Source: an optimization exercise on an open RTL-to-GDS flow (aim: a short achievable clock period and few clock cycles). Production flows keep margins and buffers that such runs may drop. In this exercise RTL edits were held to simulation tests only and were not proved equivalent to the original. Power and IR drop assume default switching activity.

S:
Design rv32i_cpu, start of the top module:
module rv32i_cpu (
    input  wire        clk,
    input  wire        reset,
    output wire [31:0] imem_addr,
    input  wire [31:0] imem_rdata,
    output wire [31:0] dmem_addr,
    output wire [31:0] dmem_wdata,
    output wire        dmem_we,
    output wire [3:0]  dmem_be,
    input  wire [31:0] dmem_rdata
);
Settings: LEC_CHECK=0, ABC_CLOCK_PERIOD_IN_PS=2500, CAP_MARGIN=20, CORE_MARGIN=2, CORE_UTILIZATION=40, SETUP_SLACK_MARGIN=5, SLEW_MARGIN=20; clock period 8.0 ns.
run.sh (not shown) runs the stock make flow with config.mk's settings and CLKGATE_MAP_FILE= SYNTH_SCRIPT=/design/flow/synth_recipe.tcl, a recipe that flattens the netlist after the stock synthesis.
Testbench counts of S, summed over its fixed seeds: cycles 55,044.
--- input diff S..Q ---
--- a/flow/design.v
+++ b/flow/design.v
@@ -14,19 +14,19 @@
     wire [29:0] pc = pa | pt;
     reg         f_valid;
     reg  [29:0] f_pc;
     reg  [31:0] f_ins;
     reg  [29:0] f_pc1;                             
     reg  [29:0] f_tb, f_tj;                        
     reg         f_r, f_i, f_ld, f_st, f_br, f_jal, f_jalr, f_lui, f_auipc;
     reg         f_use1, f_use2, f_brs2, f_wr, f_bpred, f_jpred;
     reg         lx_valid;
-    reg  [29:0] lx_pc;
+    reg  [7:0]  lx_pc;
     reg         e_wr, e_ld, e_st;                  
     reg         e_beq;                             
     reg         e_blt;                             
     reg         e_jalr;                            
     reg  [3:0]  e_rd;
     reg  [31:0] e_a, e_b, e_bx, e_sd, e_pass;      
     reg         r_sum, r_xor, r_or, r_and, r_sll, r_sr, r_slt, r_sltu, r_pass;
     reg         e_sub, e_sra;
     reg  [2:0]  e_f3;
@@ -60,19 +60,19 @@
     wire        ex_redirect;
     wire [29:0] ex_target;
     wire        mem_redirect = m_mis;
     wire [29:0] mem_target   = m_jalr ? m_tgt : m_alt;
     wire [31:0] fi = imem_rdata;
     wire fi_br  = (fi[6:0] == 7'b1100011);
     wire fi_jal = (fi[6:0] == 7'b1101111);
     wire [7:0]  blo  = {fi[29:25], fi[11:9]};
     wire [8:0]  bsum = {1'b0, pc[7:0]} + {1'b0, blo};
-    wire lx_hit = lx_valid & (pc == lx_pc);
+    wire lx_hit = lx_valid & (pc[7:0] == lx_pc);
     wire take_bb = fi_br & fi[31] & fi[30] & fi[7] & bsum[8] & ~lx_hit;
     wire same_rs = (fi[18:15] == fi[23:20]);
     wire f3_eqge = (fi[14:12] == 3'b000) | (fi[14:12] == 3'b101) | (fi[14:12] == 3'b111);
     wire take_bf = fi_br & ~fi[31] & ~fi[30] & ~fi[7] & ~bsum[8] & same_rs & f3_eqge;
     wire take_b = take_bb | take_bf;
     wire [7:0]  jlo  = fi[29:22];
     wire [8:0]  jsum = {1'b0, pc[7:0]} + {1'b0, jlo};
     wire j_short = (fi[30] == fi[31]) & (fi[20] == fi[31]) & (fi[19:12] == {8{fi[31]}});
     wire take_j = fi_jal & j_short & (jsum[8] == fi[31]);
@@ -168,19 +168,19 @@
         if (reset)
             lx_valid <= 1'b0;
         else if (lx_set)
             lx_valid <= 1'b1;
         else if (lx_hit & ~stall)
             lx_valid <= 1'b0;
     end
     always @(posedge clk) begin
         if (lx_set)
-            lx_pc <= f_pc;
+            lx_pc <= f_pc[7:0];
     end
     wire [29:0] d_alt  = d_pred ? pc_p1 : alt_b;
     reg  [31:0] ld_val;
     wire [31:0] mem_val = m_ld ? ld_val : m_res;
     wire [31:0] rf1 = (rs1 != 4'd0 && rfv[rs1]) ? rf[rs1] : 32'd0;
     wire [31:0] rf2 = (rs2 != 4'd0 && rfv[rs2]) ? rf[rs2] : 32'd0;
     wire a_mem = m_wr & (m_rd == rs1);
     wire a_wb  = w_wr & (w_rd == rs1);
     wire b_mem = m_wr & (m_rd == rs2);
==> comparison <==
Q against S: minimum period implied by the final worst setup slack now sits lower; floorplan die width now sits lower; area added between synthesis and finish now sits higher; total power now sits lower; critical path depth now sits lower. S leaves less setup margin than Q. Fmax delta (Q − S): favourable. Compare Q and S | synthesized area divided by synthesized cell count higher: S. The final reports for Q and S show number of antenna violations at the first check in global routing higher in the former. Q gives less post-route worst hold slack than S did. Taking S as the reference point, the via count of the first global-routing pass of Q falls by 691. The internal reg-to-reg setup slack in Q sits 0.43 ns above the value recorded for S. In the flow results for Q and S, the via count is smaller on Q.
Testbench counts of Q, summed over its fixed seeds: cycles 55,044.

==> afterwards: timing with drivers on the ports <==
How much do the figures lean on ideal ports? The routed layouts below were timed once more, with nothing changed but the port constraints. Step 1 assumes that a clkbuf_16 drives the clock port and a buf_2 every other input. Step 2 moves the port delays by t, midway between the first and last clock arrival at a register: inputs arrive t later, outputs are due t later. That takes back most of the time a late clock gives input paths. a / b / c = no drivers / after step 1 / after step 2; a / b = the first two.
run | shift t [ns] | slack for setup (ns) | worst hold slack (ns) | latest minus earliest clock arrival (ns) | slew at the worst register clock pin (ns)
S | 0.851 | 4.119 / 4.119 / 3.641 | 0.338 / 0.338 / 0.338 | 0.056 / 0.055 | 0.07 / 0.07
Q | 0.878 | 4.353 / 4.413 / 3.535 | 0.332 / 0.332 / 0.332 | 0.037 / 0.038 | 0.07 / 0.07
After both steps setup and hold are still met in every run listed. The setup slack of Q, which loses most, moves by +0.060 ns with the drivers and by -0.818 ns with both steps.
